Background: an optimization exercise with open tools, aiming at small area, a short achievable clock period and few clock cycles. Do not read the settings as production practice. No run shown here included a check of the RTL's function; only the layout flow was run.

## flow/design.v (module list and top-level ports; edited modules follow where they fit)
// module Milestone_1: 1274 lines
module Milestone_1 (
		input logic Clock_50,
		input logic Resetn,
		input logic M1_Start,
		input logic [15:0] SRAM_read_data,
		output logic M1_Finish,
		output logic [15:0] M1_write_data,
		output logic [17:0] M1_address,
		output logic M1_we_n
);
  // ...
==> flow/flow/run.sh <==
#!/bin/bash
# Standard layout, but with timing repair aiming for extra setup slack
# (the clock period and constraints stay the design's).
set -euo pipefail
MARGIN=${MARGIN:-8}
bash standard.sh SETUP_SLACK_MARGIN=$MARGIN finish > standard_flow.log 2>&1
==> flow/standard.sh <==
#!/bin/bash
# synth_recipe.tcl (not shown) runs the flow's synth.tcl, then flattens the netlist and writes it again
# the make line also repeats each setting of config.mk as NAME=value (left out here)
make -C /OpenROAD-flow-scripts/flow DESIGN_CONFIG=/design/flow/config.mk WORK_HOME=/design/flow/orfs CLKGATE_MAP_FILE= SYNTH_SCRIPT=/design/flow/synth_recipe.tcl "${@:-finish}"
==> flow/config.mk <==
export PLATFORM = sky130hd
export DESIGN_NAME = Milestone_1
export DESIGN_NICKNAME = Milestone_1
export VERILOG_FILES = /design/flow/design.v
export SDC_FILE = /design/flow/constraint.sdc
export NUM_CORES = 4
export LEC_CHECK = 0
export CAP_MARGIN = 20
export CORE_MARGIN = 2
export CORE_UTILIZATION = 40
export PLACE_DENSITY = 0.6
export SLEW_MARGIN = 20
==> flow/constraint.sdc <==
create_clock -name core_clock -period 12.0 [get_ports {Clock_50}]
set_input_delay 2.4000 -clock core_clock [delete_from_list [all_inputs] [get_ports {Clock_50}]]
set_output_delay 2.4000 -clock core_clock [all_outputs]
set_load 0.01 [all_outputs]
==> flow_summary.ini, run 1 <==
[logic_synthesis]
syn_inst = 2325
synth_top_cell_area_share_pct = 21.4
synth_compound_area_share_pct = 7.72
synth_xor_area_share_pct = 3.49
ys_types = 87
synth-main-ff-cell = edfxtp_1
muxShareOfSynthArea_pct = 5.05
async_flop_share_pct = 19.6

[final_layout]
multiInputGateArea_sq_mm = 0.0150
finalNonFillerCells = 3262
final_util_pct = 46.7
seq_share_pct = 30.0
area_delta_synth_final_pct = 15.5
seq_area_sq_mm = 0.00860
inv_count = 451
buf_share_pct = 3.73

[critical_path]
cp.buffers_inverters = 3
crit_fanout = 4
reg2reg_depth = 14
crit_path_max_incr_delay_ns = 0.57
slowest_stage = fa_1
critPathLaunch = p05[4]$_DFF_P_

[run_status]
outcome = no timing/DRC/antenna violations

[grt]
grt_pass1_wl_mm = 95.0
overflow = 0
grt_max_degree = 71

[cts]
cts_buffers = 41
clkSinkCount = 336
path_clk_slew_ns = 0.06
cts_root_buf = clkbuf_16
clock_latency_ns = 0.56
postCtsSetupBuffers = 44

[sta]
fin_ws_ns = 7.53
rsz0062_at_grt = yes
finalCritPeriodShare_pct = 37.3
max_freq_mhz = 223
final.setup_skew_ns = 0.0140

[placed_design]
dpl-instance-area_sq_mm = 0.0263

[detailed_routing]
firstDrtPassIters = 5
wl_met3_mm = 2.34

[hold_path]
holdPathEnd = hnu$_DFF_P_
==> inputs of run 2 (changes only) <==
--- a/flow/design.v
+++ b/flow/design.v
@@ -12,108 +12,122 @@
 );
 localparam logic [17:0] U_BASE   = 18'd38400;
 localparam logic [17:0] V_BASE   = 18'd57600;
 localparam logic [17:0] RGB_BASE = 18'd146944;
 logic        running;
 logic [1:0]  fin_cnt;      
 logic        fin_wait;
 logic [2:0]  ph;           
-logic [7:0]  kk;           
+logic [7:0]  kk;
+logic        lin;          
+logic [3:0]  li;           
 logic [15:0] ypt;          
-logic [14:0] uvp;          
 logic [17:0] wpt;          
 logic ph0, ph1, ph2, ph3, ph4;
 assign ph0 = (ph == 3'd0);
 assign ph1 = (ph == 3'd1);
 assign ph2 = (ph == 3'd2);
 assign ph3 = (ph == 3'd3);
 assign ph4 = (ph == 3'd4);
-logic lead0, lead1, pair;    
-assign lead0 = (kk == 8'd0);
-assign lead1 = (kk == 8'd1);
-assign pair  = ~lead0 & ~lead1;
-logic last_slot;             
-assign last_slot = (kk == 8'd161);
-logic uv_rd_slot;
-assign uv_rd_slot = (kk <= 8'd155);
-logic y_rd_slot;
-assign y_rd_slot = (kk <= 8'd159);
+logic pair, wait_lead;
+assign pair      = (kk >= 8'd2);
+assign wait_lead = (kk == 8'd0);
+logic l0, l1, l3, l4, l5, l6, l7, l8, l9, l10;
+assign l0  = lin & (li == 4'd0);
+assign l1  = lin & (li == 4'd1);
+assign l3  = lin & (li == 4'd3);
+assign l4  = lin & (li == 4'd4);
+assign l5  = lin & (li == 4'd5);
+assign l6  = lin & (li == 4'd6);
+assign l7  = lin & (li == 4'd7);
+assign l8  = lin & (li == 4'd8);
+assign l9  = lin & (li == 4'd9);
+assign l10 = lin & (li == 4'd10);
 logic clamp;
 assign clamp = (kk >= 8'd158);
 logic is_write;
 assign is_write = running & pair & (ph0 | ph1 | ph2);
-logic rd_u, rd_v;    
-always_comb begin
-	rd_u = 1'b0;
-	rd_v = 1'b0;
-	if (lead0) begin
-		rd_u = ph0 | ph2;
-		rd_v = ph1 | ph3;
-	end else if (lead1) begin
-		rd_v = ph0;
-		rd_u = ph3;
-	end else if (ph3 & uv_rd_slot) begin
-		rd_v = ~kk[0];
-		rd_u = kk[0];
-	end
-end
-logic uv_inc;
-assign uv_inc = running & (lead0 ? rd_v : rd_u);
+logic uv_rd_slot;
+assign uv_rd_slot = ph3 & (kk != 8'd0) & (kk <= 8'd155);
+logic rd_u, rd_v, rd_y;
+assign rd_u = l0 | l5 | (uv_rd_slot & kk[0]);
+assign rd_v = l1 | l6 | ((kk == 8'd1) & ph2) | (uv_rd_slot & ~kk[0]);
+assign rd_y = l7 | (ph4 & (kk <= 8'd159));
+logic [1:0] uv_off;
+assign uv_off = (l0 | l1) ? 2'd0 : (l5 | l6) ? 2'd1 : 2'd2;
 logic [17:0] uv_addr;
-assign uv_addr = (rd_v ? V_BASE : U_BASE) + {3'd0, uvp};
+assign uv_addr = {3'd0, ypt[15:1]} + {2'd0, rd_v ? 8'd225 : 8'd150, 6'd0, uv_off};    
 logic row_end, frame_end;
-assign row_end   = last_slot & ph2;
+assign row_end   = (kk == 8'd161) & ph2;
 assign frame_end = row_end & (ypt == 16'd38400);
 always_ff @(posedge Clock_50 or negedge Resetn) begin
 	if (!Resetn) begin
 		running   <= 1'b0;
 		fin_wait  <= 1'b0;
 		fin_cnt   <= 2'd0;
 		M1_Finish <= 1'b0;
 		M1_we_n   <= 1'b1;
 		ph        <= 3'd0;
 		kk        <= 8'd0;
+		lin       <= 1'b0;
+		li        <= 4'd0;
 		ypt       <= 16'd0;
-		uvp       <= 15'd0;
 		wpt       <= RGB_BASE;
 	end else begin
 		M1_we_n <= ~is_write;
 		if (running) begin
 			if (frame_end) begin
 				running  <= 1'b0;
 				fin_wait <= 1'b1;
 			end
 			if (row_end) begin
 				ph <= 3'd0;
 				kk <= 8'd0;
+			end else if (wait_lead) begin
+				if (l9) begin
+					ph <= 3'd2;
+					kk <= 8'd1;
+				end
 			end else if (ph4) begin
 				ph <= 3'd0;
 				kk <= kk + 8'd1;
 			end else begin
 				ph <= ph + 3'd1;
 			end
-			if (ph4 & y_rd_slot) ypt <= ypt + 16'd1;
-			if (uv_inc) uvp <= uvp + 15'd1;
+			if (frame_end) begin
+				lin <= 1'b0;
+			end else if ((kk == 8'd160) & ph2) begin
+				lin <= 1'b1;
+				li  <= 4'd0;
+			end else if (lin) begin
+				li <= li + 4'd1;
+				if (li == 4'd10) lin <= 1'b0;
+			end
+			if (rd_y) ypt <= ypt + 16'd1;
 			if (is_write) wpt <= wpt + 18'd1;
 		end else if (fin_wait) begin
 			fin_cnt <= fin_cnt + 2'd1;
 			if (fin_cnt == 2'd1) begin
 				M1_Finish <= 1'b1;
 				fin_wait  <= 1'b0;
 			end
 		end else if (M1_Start & ~M1_Finish) begin
 			running <= 1'b1;
+			lin     <= 1'b1;
+			li      <= 4'd0;
 		end
 	end
 end
 logic [2:0] ph_n;
 always_comb begin
 	if (~running | row_end | ph4)
 		ph_n = 3'd0;
+	else if (wait_lead)
+		ph_n = l9 ? 3'd2 : 3'd0;
 	else
 		ph_n = ph + 3'd1;
 end
 logic sel_fv, sel_e, sel_f, sel_w0, sel_w1, en_su;
 always_ff @(posedge Clock_50) begin
 	sel_fv     <= (ph_n == 3'd3);
 	en_su      <= (ph_n == 3'd3);
 	sel_e      <= (ph_n == 3'd3);
@@ -126,56 +140,65 @@
 		M1_address <= wpt;
 	else if (rd_u | rd_v)
 		M1_address <= uv_addr;
 	else
 		M1_address <= {2'd0, ypt};
 end
 logic [7:0]  wu0, wu1, wu2, wu3, wu4, wu5;    
 logic [7:0]  wv0, wv1, wv2, wv3, wv4, wv5;    
-logic [15:0] pend;                             
+logic [7:0]  pend_h, pend_l;                   
 logic [15:0] y_reg;
 logic [8:0]  su;                               
 logic        nu;                               
 logic [7:0]  b0_reg;
 wire [7:0] dh = SRAM_read_data[15:8];
 wire [7:0] dl = SRAM_read_data[7:0];
+logic shift_reg;    
+assign shift_reg = pair & ph1;
+logic sh_u, sh_v;
+assign sh_u = shift_reg | l3 | l4 | l5 | l6 | l8 | l9;
+assign sh_v = shift_reg | l4 | l5 | l6 | l7 | l9 | l10;
 logic [7:0] u_in, v_in;
 always_comb begin
-	if (clamp) begin
+	if (l3 | l8)
+		u_in = dh;
+	else if (l6 | l9)
+		u_in = pend_h;
+	else if (clamp | l4 | l5)
 		u_in = wu5;
-		v_in = wv5;
-	end else if (~kk[0]) begin    
+	else if (~kk[0])
 		u_in = dh;
-		v_in = pend[15:8];
-	end else begin
-		u_in = pend[15:8];
-		v_in = pend[7:0];
-	end
+	else
+		u_in = pend_h;
+	if (l4 | l9)
+		v_in = dh;
+	else if (l7 | l10)
+		v_in = pend_l;
+	else if (clamp | l5 | l6)
+		v_in = wv5;
+	else if (~kk[0])
+		v_in = pend_h;
+	else
+		v_in = pend_l;
 end
+logic ld_pend_h, ld_pend_l, pend_h_dl;
+assign pend_h_dl = l3 | l8 | (shift_reg & ~kk[0]);
+assign ld_pend_h = pend_h_dl | (shift_reg & kk[0]) | ((kk == 8'd2) & ph0);
+assign ld_pend_l = l4 | l9 | (shift_reg & kk[0]) | ((kk == 8'd2) & ph0);
 always_ff @(posedge Clock_50) begin
-	if (ph2) y_reg <= SRAM_read_data;
-	if (lead0 & ph3) begin
-		wu0 <= dh; wu1 <= dh; wu2 <= dh; wu3 <= dl;
-	end else if (lead1 & ph0) begin
-		wu4 <= dh; wu5 <= dl;
-	end else if (pair & ph1) begin
+	if (ph2 & ~wait_lead) y_reg <= SRAM_read_data;
+	if (sh_u) begin
 		wu0 <= wu1; wu1 <= wu2; wu2 <= wu3; wu3 <= wu4; wu4 <= wu5; wu5 <= u_in;
 	end
-	if (lead0 & ph4) begin
-		wv0 <= dh; wv1 <= dh; wv2 <= dh; wv3 <= dl;
-	end else if (lead1 & ph1) begin
-		wv4 <= dh; wv5 <= dl;
-	end else if (pair & ph1) begin
+	if (sh_v) begin
 		wv0 <= wv1; wv1 <= wv2; wv2 <= wv3; wv3 <= wv4; wv4 <= wv5; wv5 <= v_in;
 	end
-	if (lead1 & ph3)
-		pend <= SRAM_read_data;
-	else if (pair & ph1)
-		pend <= kk[0] ? SRAM_read_data : {dl, pend[7:0]};
+	if (ld_pend_h) pend_h <= pend_h_dl ? dl : dh;
+	if (ld_pend_l) pend_l <= dl;
 end
 logic [7:0] f0, f1, f2, f3, f4, f5;
 assign f0 = sel_fv ? wv0 : wu0;
 assign f1 = sel_fv ? wv1 : wu1;
 assign f2 = sel_fv ? wv2 : wu2;
 assign f3 = sel_fv ? wv3 : wu3;
 assign f4 = sel_fv ? wv4 : wu4;
 assign f5 = sel_fv ? wv5 : wu5;
@@ -617,17 +640,19 @@
 assign {rlo_w114, rlo_w113} = rlo_w78 + rlo_w79 + {~rlo_w47};
 assign {rlo_w116, rlo_w115} = rlo_w80 + rlo_w81 + {~rlo_w48};
 assign {rlo_w118, rlo_w117} = rlo_w52 + rlo_w82 + rlo_w83;
 wire [20:0] rlo_ra = {1'b0, rlo_w84, rlo_w116, rlo_w114, rlo_w112, rlo_w110, rlo_w108, rlo_w106, rlo_w104, rlo_w102, rlo_w100, rlo_w98, rlo_w96, rlo_w94, rlo_w92, rlo_w90, rlo_w88, rlo_w86, {~lv[2]}, {~lv[1]}, lv[0]};
 wire [20:0] rlo_rb = {1'b0, rlo_w118, rlo_w117, rlo_w115, rlo_w113, rlo_w111, rlo_w109, rlo_w107, rlo_w105, rlo_w103, rlo_w101, rlo_w99, rlo_w97, rlo_w95, rlo_w93, rlo_w91, rlo_w89, rlo_w87, rlo_w85, {~lv[0]}, 1'b0};
 assign r_lsum = rlo_ra + rlo_rb;
 logic [2:0] r_cy;
 always_ff @(posedge Clock_50) r_cy <= r_lsum[20:18];
-wire [8:0] r_sum;
+logic [1:0] r_lb;
+always_ff @(posedge Clock_50) r_lb <= r_lsum[17:16];
+wire [8:0] r_hsum;
 wire rhi_w1;
 wire rhi_w2;
 wire rhi_w3;
 wire rhi_w4;
 wire rhi_w5;
 wire rhi_w6;
 wire rhi_w7;
 wire rhi_w8;
@@ -692,17 +717,18 @@
 assign {rhi_w38, rhi_w37} = rhi_w24 + rhi_w25 + {~hv[4]};
 assign {rhi_w40, rhi_w39} = rhi_w15 + rhi_w26 + rhi_w27;
 assign {rhi_w42, rhi_w41} = rhi_w19 + rhi_w28 + rhi_w29;
 assign {rhi_w44, rhi_w43} = rhi_w30 + rhi_w31 + {~hv[7]};
 assign {rhi_w46, rhi_w45} = rhi_w32 + rhi_w33 + {~hv[8]};
 assign {rhi_w48, rhi_w47} = hv[7] + rhi_w34;
 wire [8:0] rhi_ra = {{~hv[8]}, {~hv[8]}, rhi_w46, rhi_w44, rhi_w42, rhi_w40, rhi_w38, rhi_w36, {~hv[3]}};
 wire [8:0] rhi_rb = {1'b0, rhi_w48, rhi_w47, rhi_w45, rhi_w43, rhi_w41, rhi_w39, rhi_w37, rhi_w35};
-assign r_sum = rhi_ra + rhi_rb;
+assign r_hsum = rhi_ra + rhi_rb;
+wire [10:0] r_sum = {r_hsum, r_lb};
 wire [21:0] g_lsum;
 wire glo_w1;
 wire glo_w2;
 wire glo_w3;
 wire glo_w4;
 wire glo_w5;
 wire glo_w6;
 wire glo_w7;
@@ -912,17 +938,19 @@
 assign {glo_w138, glo_w137} = glo_w73 + glo_w104 + glo_w105;
 assign {glo_w140, glo_w139} = glo_w106 + glo_w107 + {~glo_w30};
 assign {glo_w142, glo_w141} = glo_w76 + glo_w108;
 wire [21:0] glo_ra = {1'b0, glo_w142, glo_w140, glo_w138, glo_w136, glo_w134, glo_w132, glo_w130, glo_w128, glo_w126, glo_w124, glo_w122, glo_w120, glo_w118, glo_w116, glo_w114, glo_w112, glo_w110, {~ly[0]}, ly[0], {~lv[1]}, lv[0]};
 wire [21:0] glo_rb = {1'b0, 1'b0, glo_w141, glo_w139, glo_w137, glo_w135, glo_w133, glo_w131, glo_w129, glo_w127, glo_w125, glo_w123, glo_w121, glo_w119, glo_w117, glo_w115, glo_w113, glo_w111, glo_w109, {~lv[2]}, {~lv[0]}, 1'b0};
 assign g_lsum = glo_ra + glo_rb;
 logic [3:0] g_cy;
 always_ff @(posedge Clock_50) g_cy <= g_lsum[21:18];
-wire [8:0] g_sum;
+logic [1:0] g_lb;
+always_ff @(posedge Clock_50) g_lb <= g_lsum[17:16];
+wire [8:0] g_hsum;
 wire ghi_w1;
 wire ghi_w2;
 wire ghi_w3;
 wire ghi_w4;
 wire ghi_w5;
 wire ghi_w6;
 wire ghi_w7;
 wire ghi_w8;
@@ -1029,17 +1057,18 @@
 assign {ghi_w66, ghi_w65} = ghi_w33 + ghi_w50 + ghi_w51;
 assign {ghi_w68, ghi_w67} = ghi_w37 + ghi_w52 + ghi_w53;
 assign {ghi_w70, ghi_w69} = ghi_w54 + ghi_w55 + {~ghi_w41};
 assign {ghi_w72, ghi_w71} = ghi_w56 + ghi_w57 + {~ghi_w42};
 assign {ghi_w74, ghi_w73} = ghi_w46 + ghi_w58 + ghi_w59;
 assign {ghi_w76, ghi_w75} = ghi_w60 + {~hv[8]};
 wire [8:0] ghi_ra = {1'b1, ghi_w74, ghi_w72, ghi_w70, ghi_w68, ghi_w66, ghi_w64, ghi_w62, {~hv[2]}};
 wire [8:0] ghi_rb = {ghi_w76, ghi_w75, ghi_w73, ghi_w71, ghi_w69, ghi_w67, ghi_w65, ghi_w63, ghi_w61};
-assign g_sum = ghi_ra + ghi_rb;
+assign g_hsum = ghi_ra + ghi_rb;
+wire [10:0] g_sum = {g_hsum, g_lb};
 wire [20:0] b_lsum;
 wire blo_w1;
 wire blo_w2;
 wire blo_w3;
 wire blo_w4;
 wire blo_w5;
 wire blo_w6;
 wire blo_w7;
@@ -1195,17 +1224,19 @@
 assign {blo_w102, blo_w101} = blo_w37 + blo_w66 + blo_w67;
 assign {blo_w104, blo_w103} = blo_w41 + blo_w68 + blo_w69;
 assign {blo_w106, blo_w105} = blo_w42 + blo_w70 + blo_w71;
 wire [20:0] blo_ra = {1'b0, blo_w72, blo_w104, blo_w102, blo_w100, blo_w98, blo_w96, blo_w94, blo_w92, blo_w90, blo_w88, blo_w86, blo_w84, blo_w82, blo_w80, blo_w78, blo_w76, blo_w74, {~lu[0]}, {~lu[1]}, lu[0]};
 wire [20:0] blo_rb = {1'b0, blo_w106, blo_w105, blo_w103, blo_w101, blo_w99, blo_w97, blo_w95, blo_w93, blo_w91, blo_w89, blo_w87, blo_w85, blo_w83, blo_w81, blo_w79, blo_w77, blo_w75, blo_w73, {~lu[0]}, 1'b0};
 assign b_lsum = blo_ra + blo_rb;
 logic [2:0] b_cy;
 always_ff @(posedge Clock_50) b_cy <= b_lsum[20:18];
-wire [8:0] b_sum;
+logic [1:0] b_lb;
+always_ff @(posedge Clock_50) b_lb <= b_lsum[17:16];
+wire [8:0] b_hsum;
 wire bhi_w1;
 wire bhi_w2;
 wire bhi_w3;
 wire bhi_w4;
 wire bhi_w5;
 wire bhi_w6;
 wire bhi_w7;
 wire bhi_w8;
@@ -1246,24 +1277,25 @@
 assign {bhi_w22, bhi_w21} = bhi_w8 + bhi_w9 + {~hy[6]};
 assign {bhi_w24, bhi_w23} = bhi_w5 + bhi_w10 + bhi_w11;
 assign {bhi_w26, bhi_w25} = bhi_w12 + bhi_w13 + {~hy[5]};
 assign {bhi_w28, bhi_w27} = bhi_w14 + bhi_w15 + {~hy[6]};
 assign {bhi_w30, bhi_w29} = bhi_w16 + bhi_w17 + {~hy[7]};
 assign {bhi_w32, bhi_w31} = hu[7] + hy[7] + bhi_w18;
 wire [8:0] bhi_ra = {{~hu[8]}, {~hu[8]}, bhi_w30, bhi_w28, bhi_w26, bhi_w24, bhi_w22, bhi_w20, bhi_w7};
 wire [8:0] bhi_rb = {1'b0, bhi_w32, bhi_w31, bhi_w29, bhi_w27, bhi_w25, bhi_w23, bhi_w21, bhi_w19};
-assign b_sum = bhi_ra + bhi_rb;
-function automatic [7:0] clip(input logic [8:0] s, input logic neg);
-	if (neg | s[8])
+assign b_hsum = bhi_ra + bhi_rb;
+wire [10:0] b_sum = {b_hsum, b_lb};
+function automatic [7:0] clip(input logic [10:0] s, input logic neg);
+	if (neg | s[10])
 		clip = 8'd0;
-	else if (|s[7:6])
+	else if (|s[9:8])
 		clip = 8'd255;
 	else
-		clip = s[5:-2];
+		clip = s[7:0];
 endfunction
 logic [7:0] r_px, g_px, b_px;
 assign r_px = clip(r_sum, pnv);
 assign g_px = clip(g_sum, pnu | pnv);
 assign b_px = clip(b_sum, pnu);
 always_ff @(posedge Clock_50) begin
 	b0_reg <= b_px;
 	if (sel_w0)
==> flow_summary.ini, run 2 <==
[floorplan]
initial_core_util_pct = 40.3
dieArea_sq_mm = 0.0639
num_io_pins = 55
num_rows = 91
core_sq_mm = 0.0615
die_x_um = 253
die_h_um = 253

[sta]
slew_headroom_pct = 30.5
rsz0062_at_grt = yes
maxSlewViolCount = 0
max_freq_mhz = 223
setup_viol = 0
finalCritPeriodShare_pct = 37.3
max_slew.worst_pin.slew_ns = 1.04
tns_ns = 0
min_period_ns = 4.48
hold_viol = 0
final.setup_skew_ns = 0.0342

[logic_synthesis]
ys_seq_area_share_pct = 34.1
yosysTopAreaCell = fa_1
syn_area_sq_mm = 0.0248
ys_top_cells_by_count = inv_1, fa_1, ha_1
synth_xor_area_share_pct = 3.43
synth_top_family_by_area = adder cells
synth_adder_area_share_pct = 32.2
synth_edf_count = 146
syn_avg_cell_area_sq_um = 10.9
syn-num-nets = 2769
ys_ff_latch = 335
muxShareOfSynthArea_pct = 4.46
async_flop_share_pct = 16.7
yosys.area_share.simple_pct = 9.04
synth_compound_area_share_pct = 9.04
yosysMostFrequentCell = inv_1
synth_area_leaders = fa_1, edfxtp_1, ha_1
syn_inst = 2272
synth-main-ff-cell = edfxtp_1
ys_warn_count = 1
synth_top_cell_area_share_pct = 21.4
ys_types = 86

[placed_design]
routabilityCongestion = 0.897
dpl-instance-area_sq_mm = 0.0263
place_inst = 3077
dpl.hpwl_mm = 45.7
place.port_buffers = 54

[grt]
overflow = 0
grt_pass1_vias = 17600
busiest_layer = met2
grt_pass1_wl_mm = 97.1
antenna_found_initial = 0
gr-usage-met2_pct = 31.8
grt_max_degree = 57
gr-usage-met3_pct = 2.96
grtUsageTotal_pct = 19.5
grt_use_met1_pct = 26.8

[final_layout]
stdcell_area_sq_mm = 0.0295
n_antenna_cell = 0
final_util_pct = 47.9
finalNonFillerCells = 3242
n_fill_cell = 5458
final_common_cell = inv_1
final_cell_mix = inv_1, fa_1, ha_1
fin_nets = 2917
area_delta_synth_final_pct = 19.0
drive_gt1_share_pct = 19.7
reg_top3 = M1_address: 18 flops, wpt: 18 flops

[detailed_routing]
vias_per_cell = 5.08
wl_per_cell_um = 18.7
wl_mm = 60.8
dr.first_iter.drc_count = 996
antenna_left = 0
firstDrtPassIters = 5
num_vias = 16500
drcViolationCount = 0

[cts]
cts_tree = yes
cts_buffers = 40
path_clk_slew_ns = 0.06
cts_htree_levels = 2
cts_buffer_depth = 3
cts_root_buf = clkbuf_16
clkSinkCount = 335
clock_latency_ns = 0.57

[critical_path]
cp.arrival_ns = 4.78
slowest_stage = fa_1
r2r_end = lv[6]$_DFFE_PP_
critPathKind = flop to flop
reg2reg_depth = 15
end_kind = flop
crit_path_max_incr_delay_ns = 0.53
cpMostUsedCell = fa_1
crit_chain = fa_1, fa_2, inv_2, fa_1, fa_1, fa_1, inv_2, ha_4, a211o_1, a211oi_2, o211ai_1, a21oi_2, buf_6, xnor2_4, mux2_2
critPathLaunchType = flop
reg2reg_from = p05[8]$_DFF_P_
r2r_slack_ns = 7.52
crit_fanout = 5
crit_required_ns = 12.30

[hold_path]
hold_path_depth = 0
hp-class = flop to flop
holdPathEnd = hnu$_DFF_P_
min-delay-start = lnu$_SDFF_PP0_

[run_status]
outcome = no timing/DRC/antenna violations

[flow_run]
drv_cap = 0
-- run 2: logic make-up after synthesis --
| logic type | count (synthesis) |
|---|---|
| AOI/OAI and AO/OA | 338 |
| xor gates and xnor gates | 97 |
| DFF | 335 |
| adders and majority gates | 478 |
| and+or+nand+nor | 427 |
| buffers and inverters | 497 |
| muxes | 100 |
-- run 2: layer usage --
layer / up-vias / wire, um
li1: 7885 / -
met1: 8140 / 27600
met2: 332 / 28600
met3: 102 / 2650
met4: 0 / 1840
met5: - / 0
-- run 2: worst max-delay path, delay by kind of cell (launching register included) --
| family | cells | cell delay, ns |
|---|---|---|
| xor+xnor | 1 | 0.08 |
| compound gates | 4 | 0.78 |
| buf+inv | 3 | 0.26 |
| fa+ha+maj | 6 | 2.47 |
| mux | 1 | 0.25 |
| flops | 1 | 0.35 |
-- run 2: how the worst max path moves through the flow --
stage                        start               to  slack [ns]  depth (start not counted)
global route        p05[3]$_DFF_P_  lv[6]$_DFFE_PP_        7.38                         15
CTS                 p05[8]$_DFF_P_  lv[7]$_DFFE_PP_        7.50                         16
floorplan           p05[8]$_DFF_P_  lv[6]$_DFFE_PP_        7.55                         15
finish              p05[8]$_DFF_P_  lv[6]$_DFFE_PP_        7.52                         15
global placement    p05[5]$_DFF_P_  lv[6]$_DFFE_PP_        7.28                         14
detailed placement  p05[5]$_DFF_P_  lv[6]$_DFFE_PP_        7.21                         14
-- run 2: final cells by class --
class	count	area [sq um]	area share, %
Tap cell	790	988	3.35
Timing Repair Buffer	148	1350	4.57
Inverter	454	1720	5.85
Clock inverter	20	280	0.951
Clock buffer	54	1170	3.97
Multi-Input combinational cell	1441	15400	52.3
Sequential cell	335	8550	29.0
-- run 2: repair_timing --
action / in CTS / in global routing
setup endpoints to repair: 53 / 59
setup buffers: 59 / 29
pin swaps: 64 / 45
hold buffers: 0 / 0
gates cloned: 2 / 0
gates resized for setup: 143 / 77
-- run 2: through the flow --
| step | hold slack (ns) | setup WS (ns) |
|---|---|---|
| 3_3_place_gp | 0.313 | 7.28 |
| 5_1_grt | 0.342 | 7.38 |
| 4_1_cts | 0.329 | 7.50 |
| 2_1_floorplan | 0.310 | 7.55 |
| 3_5_place_dp | 0.318 | 7.21 |
| 6_report | 0.326 | 7.52 |
==> inputs of run 3 (changes only) <==
==> flow/flow/run.sh (replaced) <==
#!/bin/bash
# Standard layout, but with timing repair aiming for extra setup slack
# (the clock period and constraints stay the design's).
set -euo pipefail
MARGIN=${MARGIN:-10}
bash standard.sh SETUP_SLACK_MARGIN=$MARGIN finish > standard_flow.log 2>&1
==> flow_summary.ini, run 3 <==
[run_status]
outcome = no timing/DRC/antenna violations

[logic_synthesis]
ys_warn_count = 1
yosysTopAreaCell = fa_1
synth_top_cell_area_share_pct = 21.4
syn_area_sq_mm = 0.0248
ys_top_cells_by_count = inv_1, fa_1, ha_1
yosysMostFrequentCell = inv_1
synth-main-ff-cell = edfxtp_1
ys_ff_latch = 335
syn-num-nets = 2769
ys_types = 86
syn_inst = 2272
synth_edf_count = 146
syn_avg_cell_area_sq_um = 10.9
async_flop_share_pct = 16.7
synth_area_leaders = fa_1, edfxtp_1, ha_1
ys_seq_area_share_pct = 34.1

[floorplan]
die_x_um = 253
initial_core_util_pct = 40.3
num_rows = 91
die_h_um = 253
core_sq_mm = 0.0615
dieArea_sq_mm = 0.0639
num_io_pins = 55

[grt]
grt_max_degree = 28
grtUsageTotal_pct = 21.5
grt_pass1_vias = 18800
antenna_found_initial = 2
overflow = 0
grt_pass1_wl_mm = 106

[final_layout]
fin_nets = 3095
final_common_cell = inv_1
final_util_pct = 55.0
final_cell_mix = inv_1, fa_1, ha_1
reg_top3 = M1_address: 18 flops, wpt: 18 flops
drive_gt1_share_pct = 38.4
area_delta_synth_final_pct = 36.4

[critical_path]
critPathLaunchType = flop
reg2reg_depth = 14
crit_fanout = 5
cp.arrival_ns = 4.86
critPathLaunch = p05[4]$_DFF_P_
end_kind = flop
critPathKind = flop to flop
reg2reg_from = p05[4]$_DFF_P_
r2r_slack_ns = 7.46
r2r_end = lv[6]$_DFFE_PP_
crit_required_ns = 12.32

[sta]
max_freq_mhz = 220
slew_headroom_pct = 9.79
setup_viol = 0
finalCritPeriodShare_pct = 37.8
min_period_ns = 4.54
final.setup_skew_ns = 0.0385
maxSlewViolCount = 0
holdWs_ns = 0.326
hold_viol = 0
max_slew.worst_pin.slew_ns = 1.35
tns_ns = 0
rsz0062_at_grt = yes

[cts]
postCtsHoldBufs = 0
cts_root_buf = clkbuf_16
cts_buffer_depth = 3
path_clk_slew_ns = 0.06
cts_htree_levels = 2
cts_buffers = 39
cts_tree = yes
clkSinkCount = 335
clock_latency_ns = 0.59

[detailed_routing]
drcViolationCount = 0
dr.first_iter.drc_count = 1098
wl_mm = 69.8
num_vias = 18000
wl_per_cell_um = 20.4
vias_per_cell = 5.26
firstDrtPassIters = 5
antenna_left = 0

[hold_path]
hp-class = flop to flop
min-delay-start = lnu$_SDFF_PP0_
hold_path_depth = 0
holdPathEnd = hnu$_DFF_P_

[placed_design]
routabilityCongestion = 0.845
place.port_buffers = 54
dpl.hpwl_mm = 47.8

[flow_run]
drv_cap = 0
-- run 3: per-stage QoR --
step                instance area, sq um  setup slack, ns  instances
detailed placement                 27400             7.27       3076
global placement                   27400             7.35       3076
global route                       33800             7.28       3419
floorplan                          26200             7.55       2272
CTS                                32100             7.49       3343
finish                             33800             7.46       3420
-- run 3: worst max path at each step --
stage | to | depth (start not counted) | slack, ns
2_1_floorplan | lv[6]$_DFFE_PP_ | 15 | 7.55
3_5_place_dp | lv[6]$_DFFE_PP_ | 14 | 7.27
6_report | lv[6]$_DFFE_PP_ | 14 | 7.46
5_1_grt | lv[6]$_DFFE_PP_ | 14 | 7.28
4_1_cts | su[8]$_DFFE_PP_ | 14 | 7.49
3_3_place_gp | lv[6]$_DFFE_PP_ | 14 | 7.35
-- run 3: what timing repair did --
item | 4_1_cts | 5_1_grt
resized for setup | 610 | 208
gates cloned | 18 | 10
setup endpoints to repair | 428 | 349
pin swaps | 138 | 142
setup buffers | 177 | 66
-- run 3: final cells by class --
| class | instances | area [sq um] |
|---|---|---|
| multi-input combinational | 1457 | 17700 |
| timing repair buffer | 309 | 3350 |
| timing repair inverter | 2 | 27.5 |
| clock buffer | 46 | 1030 |
| clock inverter | 26 | 337 |
| antenna | 1 | 2.50 |
| tap | 790 | 988 |
| sequential | 335 | 8640 |
| fill | 5049 | 27700 |
| inverter | 454 | 1750 |
-- run 3: cells by family (layout without fill, tap and decap cells) --
| logic type | after synthesis | after routing | share of synthesized area (%) |
|---|---|---|---|
| muxes | 100 | 100 | 4.46 |
| adders and majority gates | 478 | 478 | 32.2 |
| xor gates and xnor gates | 97 | 97 | 3.43 |
| AOI/OAI and AO/OA | 338 | 339 | 9.04 |
| buffers and inverters | 497 | 837 | 7.71 |
| and+or+nand+nor | 427 | 443 | 9.04 |
| other | 0 | 1 | 0 |
| DFF | 335 | 335 | 34.1 |
-- run 3: worst max-delay path, cell delays in order, from the launching register on --
cell and delay (ns):
dfxtp_4 0.35, fa_1 0.57, fa_2 0.46, fa_2 0.35, inv_2 0.06, fa_1 0.44
fa_1 0.54, inv_2 0.05, ha_4 0.22, o21a_1 0.19, a211oi_2 0.24, o211ai_1 0.20
a21oi_4 0.26, xnor2_2 0.09, mux2_2 0.27
-- run 3: layer usage --
metal,vias to the layer above,routed length [um],global-route usage [%]
li1,8277,-,-
met1,9166,30800,29.4
met2,436,34100,36.2
met3,112,3050,2.63
met4,0,1860,5.58
met5,-,0,0
==> inputs of run 4 (changes only) <==
==> flow/flow/run.sh (replaced) <==
#!/bin/bash
# Standard layout, but with timing repair aiming for extra setup slack
# (the clock period and constraints stay the design's).
set -euo pipefail
MARGIN=${MARGIN:-6}
bash standard.sh SETUP_SLACK_MARGIN=$MARGIN finish > standard_flow.log 2>&1
==> flow_summary.ini, run 4 <==
[run_status]
outcome = no timing/DRC/antenna violations

[sta]
fin_ws_ns = 6.71
tns_ns = 0
final.setup_skew_ns = 0.0428
finalCritPeriodShare_pct = 44.1
max_freq_mhz = 189
max_slew.worst_pin.slew_ns = 1.10
hold_viol = 0
setup_viol = 0
rsz0062_at_grt = no
slew_headroom_pct = 26.5
maxSlewViolCount = 0
min_period_ns = 5.29

[placed_design]
dpl.hpwl_mm = 45.6
dp_worst_setup_slack_ns = 6.75
routabilityCongestion = 0.885
place_inst = 3085
place.port_buffers = 54

[critical_path]
crit_path_max_incr_delay_ns = 0.61
critPathLaunchType = flop
end_kind = flop
reg2reg_depth = 16
crit_required_ns = 12.49
critPathKind = flop to flop
r2r_slack_ns = 6.71
reg2reg_from = hy[6]$_DFF_P_
slowest_stage = mux2i_1
crit_chain = inv_1, fa_1, inv_1, fa_1, inv_1, fa_1, inv_1, fa_1, inv_1, fa_1, nand2b_1, a21oi_1, o22ai_1, mux2i_1, nand2_1, o221ai_1
cp.arrival_ns = 5.78
r2r_end = M1_write_data[3]$_DFF_P_
crit_fanout = 9
critPathLaunch = hy[6]$_DFF_P_

[hold_path]
hp-class = flop to flop
hold_path_depth = 0
min-delay-start = lnu$_SDFF_PP0_
holdPathEnd = hnu$_DFF_P_

[logic_synthesis]
syn-num-nets = 2769
synth_top_cell_area_share_pct = 21.4
yosysTopAreaCell = fa_1
ys_top_cells_by_count = inv_1, fa_1, ha_1
synth-main-ff-cell = edfxtp_1
ys_ff_latch = 335
synth_edf_count = 146
syn_inst = 2272
ys_types = 86
synth_area_leaders = fa_1, edfxtp_1, ha_1
async_flop_share_pct = 16.7
ys_seq_area_share_pct = 34.1
syn_area_sq_mm = 0.0248
syn_avg_cell_area_sq_um = 10.9
yosysMostFrequentCell = inv_1
ys_warn_count = 1

[floorplan]
num_rows = 91
num_io_pins = 55
dieArea_sq_mm = 0.0639
die_h_um = 253
core_sq_mm = 0.0615
die_x_um = 253
initial_core_util_pct = 40.3

[cts]
cts_buffers = 39
path_clk_slew_ns = 0.06
clkSinkCount = 335
clock_latency_ns = 0.58
postCtsHoldBufs = 0
cts_buffer_depth = 3
cts_root_buf = clkbuf_16
postCtsSetupBuffers = 0
cts_tree = yes
cts_resized = 0
cts_htree_levels = 2

[final_layout]
drive_gt1_share_pct = 8.36
seq_area_sq_mm = 0.00846
area_delta_synth_final_pct = 11.1
fin_nets = 2834
n_fill_cell = 5732
multiInputGateArea_sq_mm = 0.0144
n_antenna_cell = 0
final_cell_mix = inv_1, fa_1, ha_1
final_common_cell = inv_1
reg_top3 = M1_address: 18 flops, wpt: 18 flops
finalNonFillerCells = 3158

[detailed_routing]
drcViolationCount = 0
vias_per_cell = 5.10
dr.first_iter.drc_count = 1030
firstDrtPassIters = 5
wl_per_cell_um = 18.2
antenna_left = 0
wl_mm = 57.4
num_vias = 16100

[flow_run]
drv_cap = 0

[grt]
antenna_found_initial = 1
overflow = 0
grt_pass1_vias = 16900
grt_max_degree = 70
grtUsageTotal_pct = 18.5
grt_pass1_wl_mm = 92.5
run 4: cell counts after synthesis:
Identical to the previous run, type by type.
run 4: cells by family after synthesis:
logic type	after synthesis	share of synthesized area, %
buffers and inverters	497	7.71
adder cells (fa/ha/maj)	478	32.2
AND/OR/NAND/NOR	427	9.04
AO/OA/AOI/OAI	338	9.04
flip-flops	335	34.1
multiplexers	100	4.46
XOR/XNOR	97	3.43
run 4: how the worst max path moves through the flow:
stage | slack [ns] | end
after global placement | 6.84 | M1_write_data[6]$_DFF_P_
after CTS | 6.73 | M1_write_data[0]$_DFF_P_
final | 6.71 | M1_write_data[3]$_DFF_P_
after floorplan | 7.36 | lv[6]$_DFFE_PP_
after global routing | 6.34 | M1_write_data[0]$_DFF_P_
after detailed placement | 6.75 | M1_write_data[3]$_DFF_P_
run 4: worst max-delay path, delay by kind of cell (launching register included):
kind	cells	cell delay, ns
muxes	1	0.61
and+or+nand+nor	2	0.51
adders and majority gates	5	2.45
buffers and inverters	5	0.45
DFF	1	0.46
AOI/OAI and AO/OA	3	0.73
run 4: layout make-up:
type	count	area share, %
inverter	454	6.20
timing repair buffer	67	2.35
tap	790	3.59
clock buffer	54	3.97
clock inverter	18	0.764
multi-input combinational	1440	52.4
sequential	335	30.7
run 4: layer usage:
layer	wire length [um]	global-route usage (%)	vias to the layer above
li1	-	-	7709
met1	26400	25.3	8043
met2	27600	31.2	292
met3	2520	2.77	55
met4	854	3.47	0
met5	0	0	-
run 4: stage by stage:
step / util, % / area (sq um) / hold WS, ns
floorplan: - / 24800 / 0.310
global placement: 42.6 / 26200 / 0.313
detailed placement: 42.6 / 26200 / 0.323
CTS: 44.7 / 27500 / 0.331
global route: 44.8 / 27500 / 0.342
finish: 44.8 / 27500 / 0.325

-- re-timing with driven ports --
How much do the figures lean on ideal ports? The routed layouts below were timed once more, with nothing changed but the port constraints. Step 1 sets driving cells, clkbuf_16 on the clock port and buf_2 on the other inputs (assumed; they add their load-dependent delay and slew). Step 2 also shifts input and output timing later by t, the mid clock arrival at the registers, as if the neighbouring blocks saw the same clock. Three values: ideal, step 1, step 2; two values: the first two.
run	t (ns)	setup slack, ns	worst slew at a driven data input, ns
run 1	0.615	7.525 / 7.525 / 7.525	0.04
run 2	0.616	7.524 / 7.524 / 7.524	0.04
run 3	0.629	7.460 / 7.460 / 7.460	0.09
run 4	0.621	6.708 / 6.708 / 6.708	0.06
After both steps setup and hold are still met in every run listed.
